Source: an optimization exercise on an open RTL-to-GDS flow (aim: small area). Production flows keep margins and buffers that such runs may drop.
No run shown here included a check of the RTL's function; only the layout flow was run.
Power is estimated from default activity; no workload was simulated.

$ cat flow/flow/abc_area.script
strash
dch
amap
topo
stime -c
$ cat flow/constraint.sdc
create_clock -name core_clock -period 6.0 [get_ports {Clk}]
set_input_delay 1.2000 -clock core_clock [delete_from_list [all_inputs] [get_ports {Clk}]]
set_output_delay 1.2000 -clock core_clock [all_outputs]
set_load 0.01 [all_outputs]
$ cat flow/design.v
module cajero(
  Clk, Reset, PIN, TARJETA_RECIBIDA, TIPO_TRANS, DIGITO, DIGITO_STB,
  MONTO, MONTO_STB, BALANCE_ACTUALIZADO, ENTREGAR_DINERO, FONDOS_INSUFICIENTES,
  PIN_INCORRECTO, ADVERTENCIA, Bloqueo, TIPO_STB
);
input Clk, Reset, TARJETA_RECIBIDA, TIPO_TRANS, DIGITO_STB, MONTO_STB, TIPO_STB;
input [15:0] PIN;
input [3:0] DIGITO;
input [31:0] MONTO;
output reg BALANCE_ACTUALIZADO, ENTREGAR_DINERO, FONDOS_INSUFICIENTES, PIN_INCORRECTO, ADVERTENCIA, Bloqueo;
reg [2:0] q, nq;
reg [1:0] w, nw;           
reg [15:0] dig;            
reg [31:0] r;              
wire [31:0] nr;
wire idle  = ~q[2] | (~q[1] & ~q[0]);
wire n4    = q[2] & ~q[1] & ~q[0];
wire dep   = q[2] & ~q[1] &  q[0];
wire wd    = q[2] &  q[1] & ~q[0];
wire lock  = q[2] &  q[1] &  q[0];
wire shift = idle & TARJETA_RECIBIDA & DIGITO_STB & ~q[2];
wire match = (dig == PIN);
wire sub = q[1];
wire rst = ~Reset;
wire [31:0] e;
wire [32:0] c;
wire ge = c[32];
wire upd = MONTO_STB & (dep | (wd & ge));
assign c[0] = sub;
cj_bit_e b0 (.r(r[0]), .m(MONTO[0]), .sub(sub), .c(c[0]), .upd(upd), .rst(rst), .e(e[0]), .nr(nr[0]));
cj_cmx k0 (.s(e[0]), .a1(c[0]), .a0(r[0]), .y(c[1]));
cj_bit_o b1 (.r(r[1]), .m(MONTO[1]), .sub(sub), .nc(c[1]), .upd(upd), .rn(Reset), .e(e[1]), .nr(nr[1]));
cj_cmx k1 (.s(e[1]), .a1(c[1]), .a0(r[1]), .y(c[2]));
cj_bit_e b2 (.r(r[2]), .m(MONTO[2]), .sub(sub), .c(c[2]), .upd(upd), .rst(rst), .e(e[2]), .nr(nr[2]));
cj_cmx k2 (.s(e[2]), .a1(c[2]), .a0(r[2]), .y(c[3]));
cj_bit_o b3 (.r(r[3]), .m(MONTO[3]), .sub(sub), .nc(c[3]), .upd(upd), .rn(Reset), .e(e[3]), .nr(nr[3]));
cj_cmx k3 (.s(e[3]), .a1(c[3]), .a0(r[3]), .y(c[4]));
cj_bit_e b4 (.r(r[4]), .m(MONTO[4]), .sub(sub), .c(c[4]), .upd(upd), .rst(rst), .e(e[4]), .nr(nr[4]));
cj_cmx k4 (.s(e[4]), .a1(c[4]), .a0(r[4]), .y(c[5]));
cj_bit_o b5 (.r(r[5]), .m(MONTO[5]), .sub(sub), .nc(c[5]), .upd(upd), .rn(Reset), .e(e[5]), .nr(nr[5]));
cj_cmx k5 (.s(e[5]), .a1(c[5]), .a0(r[5]), .y(c[6]));
cj_bit_e b6 (.r(r[6]), .m(MONTO[6]), .sub(sub), .c(c[6]), .upd(upd), .rst(rst), .e(e[6]), .nr(nr[6]));
cj_cmx k6 (.s(e[6]), .a1(c[6]), .a0(r[6]), .y(c[7]));
cj_bit_o b7 (.r(r[7]), .m(MONTO[7]), .sub(sub), .nc(c[7]), .upd(upd), .rn(Reset), .e(e[7]), .nr(nr[7]));
cj_cmx k7 (.s(e[7]), .a1(c[7]), .a0(r[7]), .y(c[8]));
cj_bit_e b8 (.r(r[8]), .m(MONTO[8]), .sub(sub), .c(c[8]), .upd(upd), .rst(rst), .e(e[8]), .nr(nr[8]));
cj_cmx k8 (.s(e[8]), .a1(c[8]), .a0(r[8]), .y(c[9]));
cj_bit_o b9 (.r(r[9]), .m(MONTO[9]), .sub(sub), .nc(c[9]), .upd(upd), .rn(Reset), .e(e[9]), .nr(nr[9]));
cj_cmx k9 (.s(e[9]), .a1(c[9]), .a0(r[9]), .y(c[10]));
cj_bit_e b10 (.r(r[10]), .m(MONTO[10]), .sub(sub), .c(c[10]), .upd(upd), .rst(rst), .e(e[10]), .nr(nr[10]));
cj_cmx k10 (.s(e[10]), .a1(c[10]), .a0(r[10]), .y(c[11]));
cj_bit_o b11 (.r(r[11]), .m(MONTO[11]), .sub(sub), .nc(c[11]), .upd(upd), .rn(Reset), .e(e[11]), .nr(nr[11]));
cj_cmx k11 (.s(e[11]), .a1(c[11]), .a0(r[11]), .y(c[12]));
cj_bit_e b12 (.r(r[12]), .m(MONTO[12]), .sub(sub), .c(c[12]), .upd(upd), .rst(rst), .e(e[12]), .nr(nr[12]));
cj_cmx k12 (.s(e[12]), .a1(c[12]), .a0(r[12]), .y(c[13]));
cj_bit_o b13 (.r(r[13]), .m(MONTO[13]), .sub(sub), .nc(c[13]), .upd(upd), .rn(Reset), .e(e[13]), .nr(nr[13]));
cj_cmx k13 (.s(e[13]), .a1(c[13]), .a0(r[13]), .y(c[14]));
cj_bit_e b14 (.r(r[14]), .m(MONTO[14]), .sub(sub), .c(c[14]), .upd(upd), .rst(rst), .e(e[14]), .nr(nr[14]));
cj_cmx k14 (.s(e[14]), .a1(c[14]), .a0(r[14]), .y(c[15]));
cj_bit_o b15 (.r(r[15]), .m(MONTO[15]), .sub(sub), .nc(c[15]), .upd(upd), .rn(Reset), .e(e[15]), .nr(nr[15]));
wire [8:1] g1;
wire p1;
cj_gen gg1_0 (.e(e[8]), .r(r[8]), .y(g1[1]));
cj_cmx gg1_1 (.s(e[9]), .a1(g1[1]), .a0(r[9]), .y(g1[2]));
cj_cmx gg1_2 (.s(e[10]), .a1(g1[2]), .a0(r[10]), .y(g1[3]));
cj_cmx gg1_3 (.s(e[11]), .a1(g1[3]), .a0(r[11]), .y(g1[4]));
cj_cmx gg1_4 (.s(e[12]), .a1(g1[4]), .a0(r[12]), .y(g1[5]));
cj_cmx gg1_5 (.s(e[13]), .a1(g1[5]), .a0(r[13]), .y(g1[6]));
cj_cmx gg1_6 (.s(e[14]), .a1(g1[6]), .a0(r[14]), .y(g1[7]));
cj_cmx gg1_7 (.s(e[15]), .a1(g1[7]), .a0(r[15]), .y(g1[8]));
cj_and8 pp1 (.a(e[15:8]), .y(p1));
cj_skip sk1 (.s(p1), .a1(c[8]), .a0(g1[8]), .y(c[16]));
cj_bit_e b16 (.r(r[16]), .m(MONTO[16]), .sub(sub), .c(c[16]), .upd(upd), .rst(rst), .e(e[16]), .nr(nr[16]));
cj_cmx k16 (.s(e[16]), .a1(c[16]), .a0(r[16]), .y(c[17]));
cj_bit_o b17 (.r(r[17]), .m(MONTO[17]), .sub(sub), .nc(c[17]), .upd(upd), .rn(Reset), .e(e[17]), .nr(nr[17]));
cj_cmx k17 (.s(e[17]), .a1(c[17]), .a0(r[17]), .y(c[18]));
cj_bit_e b18 (.r(r[18]), .m(MONTO[18]), .sub(sub), .c(c[18]), .upd(upd), .rst(rst), .e(e[18]), .nr(nr[18]));
cj_cmx k18 (.s(e[18]), .a1(c[18]), .a0(r[18]), .y(c[19]));
cj_bit_o b19 (.r(r[19]), .m(MONTO[19]), .sub(sub), .nc(c[19]), .upd(upd), .rn(Reset), .e(e[19]), .nr(nr[19]));
cj_cmx k19 (.s(e[19]), .a1(c[19]), .a0(r[19]), .y(c[20]));
cj_bit_e b20 (.r(r[20]), .m(MONTO[20]), .sub(sub), .c(c[20]), .upd(upd), .rst(rst), .e(e[20]), .nr(nr[20]));
cj_cmx k20 (.s(e[20]), .a1(c[20]), .a0(r[20]), .y(c[21]));
cj_bit_o b21 (.r(r[21]), .m(MONTO[21]), .sub(sub), .nc(c[21]), .upd(upd), .rn(Reset), .e(e[21]), .nr(nr[21]));
cj_cmx k21 (.s(e[21]), .a1(c[21]), .a0(r[21]), .y(c[22]));
cj_bit_e b22 (.r(r[22]), .m(MONTO[22]), .sub(sub), .c(c[22]), .upd(upd), .rst(rst), .e(e[22]), .nr(nr[22]));
cj_cmx k22 (.s(e[22]), .a1(c[22]), .a0(r[22]), .y(c[23]));
cj_bit_o b23 (.r(r[23]), .m(MONTO[23]), .sub(sub), .nc(c[23]), .upd(upd), .rn(Reset), .e(e[23]), .nr(nr[23]));
wire [8:1] g2;
wire p2;
cj_gen gg2_0 (.e(e[16]), .r(r[16]), .y(g2[1]));
cj_cmx gg2_1 (.s(e[17]), .a1(g2[1]), .a0(r[17]), .y(g2[2]));
cj_cmx gg2_2 (.s(e[18]), .a1(g2[2]), .a0(r[18]), .y(g2[3]));
cj_cmx gg2_3 (.s(e[19]), .a1(g2[3]), .a0(r[19]), .y(g2[4]));
cj_cmx gg2_4 (.s(e[20]), .a1(g2[4]), .a0(r[20]), .y(g2[5]));
cj_cmx gg2_5 (.s(e[21]), .a1(g2[5]), .a0(r[21]), .y(g2[6]));
cj_cmx gg2_6 (.s(e[22]), .a1(g2[6]), .a0(r[22]), .y(g2[7]));
cj_cmx gg2_7 (.s(e[23]), .a1(g2[7]), .a0(r[23]), .y(g2[8]));
cj_and8 pp2 (.a(e[23:16]), .y(p2));
cj_skip sk2 (.s(p2), .a1(c[16]), .a0(g2[8]), .y(c[24]));
cj_bit_e b24 (.r(r[24]), .m(MONTO[24]), .sub(sub), .c(c[24]), .upd(upd), .rst(rst), .e(e[24]), .nr(nr[24]));
cj_cmx k24 (.s(e[24]), .a1(c[24]), .a0(r[24]), .y(c[25]));
cj_bit_o b25 (.r(r[25]), .m(MONTO[25]), .sub(sub), .nc(c[25]), .upd(upd), .rn(Reset), .e(e[25]), .nr(nr[25]));
cj_cmx k25 (.s(e[25]), .a1(c[25]), .a0(r[25]), .y(c[26]));
cj_bit_e b26 (.r(r[26]), .m(MONTO[26]), .sub(sub), .c(c[26]), .upd(upd), .rst(rst), .e(e[26]), .nr(nr[26]));
cj_cmx k26 (.s(e[26]), .a1(c[26]), .a0(r[26]), .y(c[27]));
cj_bit_o b27 (.r(r[27]), .m(MONTO[27]), .sub(sub), .nc(c[27]), .upd(upd), .rn(Reset), .e(e[27]), .nr(nr[27]));
cj_cmx k27 (.s(e[27]), .a1(c[27]), .a0(r[27]), .y(c[28]));
cj_bit_e b28 (.r(r[28]), .m(MONTO[28]), .sub(sub), .c(c[28]), .upd(upd), .rst(rst), .e(e[28]), .nr(nr[28]));
cj_cmx k28 (.s(e[28]), .a1(c[28]), .a0(r[28]), .y(c[29]));
cj_bit_o b29 (.r(r[29]), .m(MONTO[29]), .sub(sub), .nc(c[29]), .upd(upd), .rn(Reset), .e(e[29]), .nr(nr[29]));
cj_cmx k29 (.s(e[29]), .a1(c[29]), .a0(r[29]), .y(c[30]));
cj_bit_e b30 (.r(r[30]), .m(MONTO[30]), .sub(sub), .c(c[30]), .upd(upd), .rst(rst), .e(e[30]), .nr(nr[30]));
cj_cmx k30 (.s(e[30]), .a1(c[30]), .a0(r[30]), .y(c[31]));
cj_bit_o b31 (.r(r[31]), .m(MONTO[31]), .sub(sub), .nc(c[31]), .upd(upd), .rn(Reset), .e(e[31]), .nr(nr[31]));
wire [8:1] g3;
wire p3;
cj_gen gg3_0 (.e(e[24]), .r(r[24]), .y(g3[1]));
cj_cmx gg3_1 (.s(e[25]), .a1(g3[1]), .a0(r[25]), .y(g3[2]));
cj_cmx gg3_2 (.s(e[26]), .a1(g3[2]), .a0(r[26]), .y(g3[3]));
cj_cmx gg3_3 (.s(e[27]), .a1(g3[3]), .a0(r[27]), .y(g3[4]));
cj_cmx gg3_4 (.s(e[28]), .a1(g3[4]), .a0(r[28]), .y(g3[5]));
cj_cmx gg3_5 (.s(e[29]), .a1(g3[5]), .a0(r[29]), .y(g3[6]));
cj_cmx gg3_6 (.s(e[30]), .a1(g3[6]), .a0(r[30]), .y(g3[7]));
cj_cmx gg3_7 (.s(e[31]), .a1(g3[7]), .a0(r[31]), .y(g3[8]));
cj_and8 pp3 (.a(e[31:24]), .y(p3));
cj_skip sk3 (.s(p3), .a1(c[24]), .a0(g3[8]), .y(c[32]));
always @(posedge Clk)
  if (shift) dig <= {dig[11:0], DIGITO};
always @(*) begin
  nq = q; nw = w;
  BALANCE_ACTUALIZADO = 1'b0;
  ENTREGAR_DINERO = 1'b0;
  FONDOS_INSUFICIENTES = 1'b0;
  PIN_INCORRECTO = 1'b0;
  ADVERTENCIA = 1'b0;
  Bloqueo = lock;
  if (idle) begin
    if (TARJETA_RECIBIDA) begin
      if (DIGITO_STB && !q[2]) nq = q + 3'd1;
      else if (n4 && match) begin
        nw = 2'd0;
        if (TIPO_STB) nq = TIPO_TRANS ? 3'd6 : 3'd5;
      end else if (n4) begin
        PIN_INCORRECTO = 1'b1;
        nw = w + 2'd1;
        nq = 3'd0;
      end
      if (w == 2'd2) ADVERTENCIA = 1'b1;
      if (w == 2'd3) begin
        Bloqueo = 1'b1;
        nq = 3'd7;
        nw = 2'd0;
      end
    end
  end else if (MONTO_STB && !lock) begin
    nq = 3'd0;
    if (dep) BALANCE_ACTUALIZADO = 1'b1;
    else if (ge) begin
      BALANCE_ACTUALIZADO = 1'b1;
      ENTREGAR_DINERO = 1'b1;
    end else
      FONDOS_INSUFICIENTES = 1'b1;
  end
end
always @(posedge Clk) begin
  if (!Reset) begin
    q <= 3'd0;
    w <= 2'd0;
  end else begin
    q <= nq;
    w <= nw;
  end
  r <= nr;    
end
endmodule
module cj_bit_e(input r, input m, input sub, input c, input upd, input rst,
                output e, output nr);
  assign e = r ^ m ^ sub;
  assign nr = ~rst & (upd ? (e ^ c) : r);
endmodule
module cj_bit_o(input r, input m, input sub, input nc, input upd, input rn,
                output e, output nr);
  assign e = ~(r ^ m ^ sub);
  assign nr = ~rn | (upd ? (e ^ nc) : r);
endmodule
module cj_cmx(input s, input a1, input a0, output y);
  assign y = ~(s ? a1 : a0);
endmodule
module cj_gen(input e, input r, output y);
  assign y = e | ~r;
endmodule
module cj_skip(input s, input a1, input a0, output y);
  assign y = s ? a1 : a0;
endmodule
module cj_and8(input [7:0] a, output y);
  assign y = &a;
endmodule
$ cat flow/standard.sh
#!/bin/bash
# synth_recipe.tcl (not shown) runs the flow's synth.tcl, then flattens the netlist and writes it again
# the make line also repeats each setting of config.mk as NAME=value (left out here)
make -C /OpenROAD-flow-scripts/flow DESIGN_CONFIG=/design/flow/config.mk WORK_HOME=/design/flow/orfs CLKGATE_MAP_FILE= SYNTH_SCRIPT=/design/flow/synth_recipe.tcl "${@:-finish}"
$ cat flow/flow/run.sh
#!/bin/bash
# Own layout flow: the standard ORFS flow with two changes:
#  - synthesis maps the logic with an area-oriented ABC script (flow/abc_area.script),
#  - ports are buffered with sky130_fd_sc_hd__buf_1 instead of the default buffer.
# Each tool's output goes to the ORFS logs under orfs/logs; make's own output to make_*.log.
set -euo pipefail
work=$(pwd)
rm -rf "$work/scripts_area"
cp -r "$FLOW_HOME/scripts" "$work/scripts_area"
cp "$work/flow/abc_area.script" "$work/scripts_area/abc_area.script"
bash standard.sh SCRIPTS_DIR="$work/scripts_area" ABC_AREA=1 \
  "BUFFER_PORTS_ARGS=-buffer_cell sky130_fd_sc_hd__buf_1" finish > "$work/make_finish.log" 2>&1
$ cat flow/config.mk
export PLATFORM = sky130hd
export DESIGN_NAME = cajero
export DESIGN_NICKNAME = cajero
export VERILOG_FILES = /design/flow/design.v
export SDC_FILE = /design/flow/constraint.sdc
export NUM_CORES = 4
export LEC_CHECK = 0
export CAP_MARGIN = 20
export CORE_MARGIN = 2
export CORE_UTILIZATION = 40
export SLEW_MARGIN = 20
export SYNTH_HIERARCHICAL = 1
export SYNTH_MINIMUM_KEEP_SIZE = 0
==> results of run 1 <==
==> per-stage QoR <==
step / power, mW / instance area, sq um
finish: 0.783 / 4250
global route: 0.828 / 4250
CTS: 0.796 / 4230
detailed placement: 0.498 / 4100
global placement: 0.494 / 4100
floorplan: 0.460 / 3650
==> report_power, final <==
| group | total (mW) | leakage, nW | switching (mW) | internal (mW) |
|---|---|---|---|---|
| Combinational | 0.114 | 0.971 | 0.0721 | 0.0414 |
| Clock | 0.293 | 0.0687 | 0.125 | 0.168 |
| Sequential | 0.377 | 0.449 | 0.00308 | 0.374 |
==> cell usage after synthesis <==
cell        n
nor2_1    110
clkinv_1   99
a21oi_1    78
o22ai_1    50
nand2_1    38
dfxtp_1    37
xor2_1     23
o21ai_0    21
a211oi_1   17
a22oi_1    16
edfxtp_1   16
nand4_1     7
nor4_1      5
ha_1        4
nor3_1      4
nand2b_1    3
a32oi_1     2
a21o_1      1
a221oi_1    1
and3_1      1
nor2b_1     1
nor3b_1     1
o221ai_1    1
or2_0       1
or4_1       1
==> Yosys stat by module (local to each module, per instance), a selection <==
module | cells inside | copies in the design | cell area, sq um
cj_skip | 3 | 3 | 12.5
cj_cmx | 2 | 50 | 10.0
cj_bit_e | 8 | 16 | 41.3
cj_gen | 1 | 3 | 6.26
cajero | 145 | 1 | 1720
cj_bit_o | 9 | 16 | 41.3
==> critical path: cells and delay by family <==
family	cells	cell delay (ns)
compound gates	12	2.22
simple gates	5	0.56
buf+inv	3	0.37
==> final cells by class <==
cell class	instances	area (sq um)	area share, %
clock inverters	3	68.8	1.62
flip-flops and latches	53	1220	28.8
repair buffers	71	305	7.18
multi-input cells	386	2080	48.9
clock buffers	5	68.8	1.62
inverters	99	372	8.74
well taps	108	135	3.18
==> layer usage <==
layer  share of wire, %  GRT usage [%]  up-vias
met1                 47           21.3     1523
li1                   -              -     2040
met3                4.0           2.25        6
met5                  0              0        -
met2                 48           29.8       51
met4               0.97           3.90        0
==> flip-flops by register name, indices dropped and copies added, names as in the netlist <==
signal / cells
dig: 16
r: 32
q: 3
w: 2
==> worst min path at each step <==
stage	start	endpoint
floorplan	dig[3]$_DFFE_PP_	dig[7]$_DFFE_PP_
global placement	dig[1]$_DFFE_PP_	dig[5]$_DFFE_PP_
detailed placement	dig[3]$_DFFE_PP_	dig[7]$_DFFE_PP_
CTS	dig[3]$_DFFE_PP_	dig[7]$_DFFE_PP_
global route	dig[1]$_DFFE_PP_	dig[5]$_DFFE_PP_
finish	dig[3]$_DFFE_PP_	dig[7]$_DFFE_PP_
==> cells by family after synthesis <==
kind of cell             after synthesis  synth area share (%)
adder cells (fa/ha/maj)                4                  1.37
AO/OA/AOI/OAI                        187                  30.1
flip-flops                            53                  33.5
XOR/XNOR                              23                  5.52
buffers and inverters                 99                  10.2
AND/OR/NAND/NOR                      172                  19.3
==> impl_metrics.env, run 1 <==
export IMPL_status="complete, no violations"
export IMPL_setup_violations=0
export IMPL_n_fill_cell=915
export IMPL_num_nets_final=679
export IMPL_yosys_warnings=7
export IMPL_post_place_cells=717
export IMPL_startpoint_type="input port"
export IMPL_leakage_nw=1.49
export IMPL_die_h_um=99.5
export IMPL_min_path_cells=0
export IMPL_place_ws_ns=0.274
export IMPL_crit_path_max_incr_delay_ns=0.26
export IMPL_cts_buffers=5
export IMPL_root_buffer="clkbuf_8"
export IMPL_skew_ns=0.00556
export IMPL_fmaxAchievable_ghz=0.180
export IMPL_dpl_hpwl_mm=5.89
export IMPL_crit_arrival_ns=4.36
export IMPL_r2r_slack_ns=1.11
export IMPL_critical_path_class="input port to output port"
export IMPL_finalCritPeriodShare_pct=92.6
export IMPL_endpoint_kind="output port"
export IMPL_fin_setup_tns_ns=0
export IMPL_hold_buffers=0
export IMPL_gp_congestion=0.826
export IMPL_clock_sink_count=53
export IMPL_p_per_area_nw_per_um2=184
export IMPL_reg2reg_depth=26
export IMPL_start_util_pct=41.6
export IMPL_clk_pin_slew_ns=0.10
export IMPL_r2r_end="r[31]$_DFF_P_"
export IMPL_synth_cells=538
export IMPL_peakVddDrop_mv=0.106
export IMPL_final_layout_size_suffix_gt1_share_pct=3.24
export IMPL_hold_path_class="flip-flop to flip-flop"
export IMPL_final_hold_viol_count=0
export IMPL_drt_total_wl_mm=7.97
export IMPL_grt_usage_pct=16.7
export IMPL_maxSlewViolCount=0
export IMPL_postCtsResizedCells=0
export IMPL_clk_path_buf_depth=2
export IMPL_synth_seq_cells=53
export IMPL_antenna_cells=0
export IMPL_die_area_sq_um=9890
export IMPL_ant_nets=0
export IMPL_area_delta_synth_final_pct=16.6
export IMPL_cap_violations=0
export IMPL_core_sq_um=8760
export IMPL_min_period_ns=5.56
export IMPL_post_cts_buffers=0
export IMPL_cp_max_fo=4
export IMPL_die_width_um=99.5
export IMPL_fin_ws_ns=0.443
export IMPL_rows=34
export IMPL_r2r_start="q[1]$_SDFFE_PN0P_"
export IMPL_synth_top_area_cell="dfxtp_1"
export IMPL_numPortBuffers=64
export IMPL_crit_chain="buf_1 > nor2_1 > a21oi_1 > clkinv_1 > o22ai_1 > o22ai_1 > o22ai_1 > o22ai_1 > o22ai_1 > o22ai_2 > o22ai_2 > o22ai_2 > nand2_1 > o21ai_0 > nand2_1 > o21ai_0 > nand2_1 > o21ai_0 > nor3_1 > buf_1"
export IMPL_syn_area_per_cell_sq_um=6.78
export IMPL_grt_pass1_wl_mm=13.7
export IMPL_synth_area_sq_um=3650
export IMPL_final_cell_mix="109 x nor2_1, 99 x clkinv_1, 78 x a21oi_1, 64 x buf_1, 47 x o22ai_1"
export IMPL_post_route_drc_count=0
export IMPL_cp_endpoint="FONDOS_INSUFICIENTES"
export IMPL_antenna_found_initial=0
export IMPL_holdWs_ns=0.484
export IMPL_insertion_delay_ns=0.31
export IMPL_grt_max_degree=43
export IMPL_dr_pass1_iters=4
export IMPL_synth_cell_types=25
export IMPL_synthTopCellsByArea="dfxtp_1 20%, edfxtp_1 13%, nor2_1 11%"
export IMPL_critPathSlowestCell="o22ai_1"
export IMPL_crit_path_start="MONTO[0]"
export IMPL_avgRoutedWirePerCell_um=11.0
export IMPL_grt_pass1_vias=3242
export IMPL_slew_headroom_pct=51.4
export IMPL_yosysSeqAreaShare_pct=33.5
export IMPL_grt_overflow=0
export IMPL_drtIter0Drc=90
export IMPL_grt_setup_unrepaired="no"
export IMPL_htreeDepth=2
export IMPL_final_util_pct=48.5
export IMPL_final_common_cell="nor2_1"
export IMPL_tritoncts="done"
export IMPL_cp_common_cell="o22ai_1"
export IMPL_final_cell_count_no_fill=725
export IMPL_synth_top_area_share_pct=20.3
export IMPL_vias_per_cell=4.99
export IMPL_crit_required_ns=4.80
export IMPL_synth_nets=601
export IMPL_ioPinCount=65
export IMPL_vias=3620
export IMPL_worst_slew_pin_slew_ns=0.721
==> run 2: changes to the inputs <==
==> flow/flow/run.sh (replaced) <==
#!/bin/bash
# Own layout flow: the standard ORFS flow with two changes:
#  - synthesis maps the logic with an area-oriented ABC script (flow/abc_area.script),
#  - ports are buffered with sky130_fd_sc_hd__buf_1 instead of the default buffer,
#  - clock tree synthesis uses clkbuf_8 and adds no dummy loads.
# Each tool's output goes to the ORFS logs under orfs/logs; make's own output to make_*.log.
set -euo pipefail
work=$(pwd)
rm -rf "$work/scripts_area"
cp -r "$FLOW_HOME/scripts" "$work/scripts_area"
cp "$work/flow/abc_area.script" "$work/scripts_area/abc_area.script"
bash standard.sh SCRIPTS_DIR="$work/scripts_area" ABC_AREA=1 \
  "BUFFER_PORTS_ARGS=-buffer_cell sky130_fd_sc_hd__buf_1" \
  "CTS_ARGS=-sink_clustering_enable -repair_clock_nets -dont_use_dummy_load -buf_list sky130_fd_sc_hd__clkbuf_8" \
  finish > "$work/make_finish.log" 2>&1
==> impl_metrics.env, run 2 <==
export IMPL_post_cts_buffers=0
export IMPL_synth_area_sq_um=3650
export IMPL_pwr_share_comb_pct=16.8
export IMPL_met3_usage_pct=2.25
export IMPL_cts_buffers=5
export IMPL_top_regs="r (32), dig (16), q (3)"
export IMPL_crit_arrival_ns=4.35
export IMPL_async_flop_share_pct=0
export IMPL_clkPwrFrac_pct=27.3
export IMPL_root_buffer="clkbuf_8"
export IMPL_grt_max_degree=43
export IMPL_synthTopCellsByArea="dfxtp_1 20%, edfxtp_1 13%, nor2_1 11%"
export IMPL_seqPwrFrac_pct=55.9
export IMPL_crit_required_ns=4.80
export IMPL_hold_buffers=0
export IMPL_fmaxAchievable_ghz=0.180
export IMPL_final_common_cell="nor2_1"
export IMPL_ioPinCount=65
export IMPL_antenna_found_initial=0
export IMPL_clk_pin_slew_ns=0.10
export IMPL_synth_top_area_share_pct=20.3
export IMPL_slew_headroom_pct=51.4
export IMPL_fin_setup_tns_ns=0
export IMPL_synth_cells=538
export IMPL_hold_path_class="flip-flop to flip-flop"
export IMPL_n_fill_cell=923
export IMPL_setup_violations=0
export IMPL_clk_path_buf_depth=2
export IMPL_worst_slew_pin_slew_ns=0.721
export IMPL_met2_usage_pct=29.5
export IMPL_synthTopCellsByCount="110 x nor2_1, 99 x clkinv_1, 78 x a21oi_1, 50 x o22ai_1, 38 x nand2_1"
export IMPL_maxSlewViolCount=0
export IMPL_p_sw_share_pct=27.2
export IMPL_yosysSeqAreaShare_pct=33.5
export IMPL_synth_ff_type="dfxtp_1"
export IMPL_grt_setup_unrepaired="no"
export IMPL_grt_usage_pct=16.5
export IMPL_final_hold_viol_count=0
export IMPL_cp_max_fo=4
export IMPL_die_h_um=99.5
export IMPL_rows=34
export IMPL_peakVddDrop_mv=0.101
export IMPL_grt_pass1_vias=3225
export IMPL_grt_pass1_wl_mm=13.7
export IMPL_dr_pass1_iters=4
export IMPL_clock_sink_count=53
export IMPL_grt_overflow=0
export IMPL_die_width_um=99.5
export IMPL_drtIter0Drc=92
export IMPL_ant_nets=0
export IMPL_endpoint_kind="output port"
export IMPL_cap_violations=0
export IMPL_die_area_sq_um=9890
export IMPL_finalPower_uw=674
export IMPL_final_cell_mix="109 x nor2_1, 99 x clkinv_1, 78 x a21oi_1, 64 x buf_1, 47 x o22ai_1"
export IMPL_num_nets_final=679
export IMPL_synth_nets=601
export IMPL_htreeDepth=2
export IMPL_yosys_warnings=7
export IMPL_insertion_delay_ns=0.30
export IMPL_synth_seq_cells=53
export IMPL_antenna_cells=0
export IMPL_p_per_area_nw_per_um2=161
export IMPL_p_int_uw=491
export IMPL_dpl_hpwl_mm=5.89
export IMPL_synth_edf_count=16
export IMPL_grt_busiest_layer="met2"
export IMPL_final_layout_size_suffix_gt1_share_pct=2.77
export IMPL_syn_area_per_cell_sq_um=6.78
export IMPL_finalCritPeriodShare_pct=92.5
export IMPL_netSwitchingPower_uw=184
export IMPL_min_period_ns=5.55
export IMPL_largest_reg_flops=32
export IMPL_regMostFlops="r"
export IMPL_vias_per_cell=5.00
export IMPL_yosysMostFrequentCell="nor2_1"
export IMPL_leakage_nw=1.46
export IMPL_status="complete, no violations"
export IMPL_synth_top_area_cell="dfxtp_1"
export IMPL_r2r_slack_ns=1.12
export IMPL_tritoncts="done"
export IMPL_vias=3611
export IMPL_synth_cell_types=25
export IMPL_avgRoutedWirePerCell_um=11.0
export IMPL_use_met1_pct=21.3
export IMPL_core_sq_um=8760
export IMPL_area_delta_synth_final_pct=14.7
export IMPL_start_util_pct=41.6
export IMPL_numPortBuffers=64
export IMPL_startpoint_type="input port"
export IMPL_skew_ns=0.0245
export IMPL_drt_total_wl_mm=7.96
export IMPL_critical_path_class="input port to output port"
export IMPL_post_route_drc_count=0
export IMPL_gp_congestion=0.826
==> run 2: cell count changes in the layout (fill, tap and decap cells not counted), sizes merged <==
cell | before | now
inv | 1 | 0
bufinv | 2 | 0
==> run 2: through the flow <==
step	setup WS, ns	hold WS, ns	instances	utilization (%)	instance area, sq um
2_1_floorplan	0.240	0.445	538	-	3650
3_3_place_gp	0.391	0.455	717	46.7	4100
3_5_place_dp	0.274	0.466	717	46.7	4100
4_1_cts	0.235	0.476	722	47.5	4160
5_1_grt	0.00420	0.488	722	47.7	4180
6_report	0.450	0.473	722	47.7	4180
==> run 2: power groups by stage <==
stage | sequential [mW] | combinational (mW) | clock (mW)
2_1_floorplan | 0.385 | 0.0753 | 0
3_3_place_gp | 0.385 | 0.109 | 0
3_5_place_dp | 0.385 | 0.113 | 0
4_1_cts | 0.377 | 0.113 | 0.198
5_1_grt | 0.377 | 0.131 | 0.209
6_report | 0.377 | 0.114 | 0.184
==> run 2: cell families (layout without fill, tap and decap cells) <==
kind of cell	after synthesis	after routing	synth area share, %
xor+xnor	23	23	5.52
simple gates	172	172	19.3
buf+inv	99	175	10.2
fa+ha+maj	4	4	1.37
flops	53	53	33.5
compound gates	187	187	30.1
==> run 2: path summary, 6_finish.rpt <==
| check | startpoint | end | cells past startpoint |
|---|---|---|---|
| max | MONTO[0] | FONDOS_INSUFICIENTES | 20 |
| min | dig[3]$_DFFE_PP_ | dig[7]$_DFFE_PP_ | 0 |
| max reg2reg | q[1]$_SDFFE_PN0P_ | r[31]$_DFF_P_ | 26 |
| min reg2reg | dig[3]$_DFFE_PP_ | dig[7]$_DFFE_PP_ | 0 |
==> run 2: per-module statistics from Yosys, one instance, submodules excluded <==
module    cells inside  times used  flip-flops and latches  area [sq um]
cajero             145           1                      53          1720
cj_bit_e             8          16                       0          41.3
cj_bit_o             9          16                       0          41.3
cj_and8              3           3                       0          16.3
cj_skip              3           3                       0          12.5
cj_cmx               2          50                       0          10.0
cj_gen               1           3                       0          6.26
==> run 2: timing repair <==
action | CTS | global route
endpoints found under the setup margin | 0 | 4
gates resized for setup | 0 | 4
endpoints found under the hold margin | 0 | 0
==> run 2: critical path: stages <==
cell	delay, ns
buf_1	0.09
nor2_1	0.05
a21oi_1	0.25
clkinv_1	0.11
o22ai_1	0.22
o22ai_1	0.14
o22ai_1	0.22
o22ai_1	0.15
o22ai_1	0.26
o22ai_2	0.14
o22ai_2	0.18
o22ai_2	0.12
nand2_1	0.08
o21ai_0	0.16
nand2_1	0.10
o21ai_0	0.19
nand2_1	0.10
o21ai_0	0.18
nor3_1	0.23
buf_1	0.17
==> run 2: layer usage <==
metal | vias up | share of wire (%) | routed length (um)
met5 | - | 0 | 0
met1 | 1521 | 48 | 3780
met2 | 51 | 48 | 3800
li1 | 2035 | - | -
met3 | 4 | 3.9 | 314
met4 | 0 | 0.78 | 62
==> run 2: layout make-up <==
class                      count  area (sq um)  share of cell area [%]
clock buffer                   5          68.8                    1.65
inverter                      99           372                    8.88
multi-input combinational    386          2080                    49.7
sequential                    53          1220                    29.2
tap                          108           135                    3.23
timing repair buffer          71           305                    7.30

[separate check: timing with driven ports]
No port has a modelled driver above. Below, the same layouts with a new extraction and two added sets of constraints. Step 1, drivers: a clkbuf_16 drives Clk and a buf_2 each remaining input, both assumed. Step 2 times the ports against the registers' clock, not the clock port: input delays grow and output delays shrink by t, the midpoint of the rising clock arrivals with the driver on. Three values: no drivers, after step 1, after step 2; two values: the first two.
run	t, ns	setup WS [ns]	pins driven straight from the clock port
run 1	0.336	0.443 / 0.407 / 0.407	1
run 2	0.325	0.450 / 0.414 / 0.414	1
After both steps every run listed still meets setup and hold.
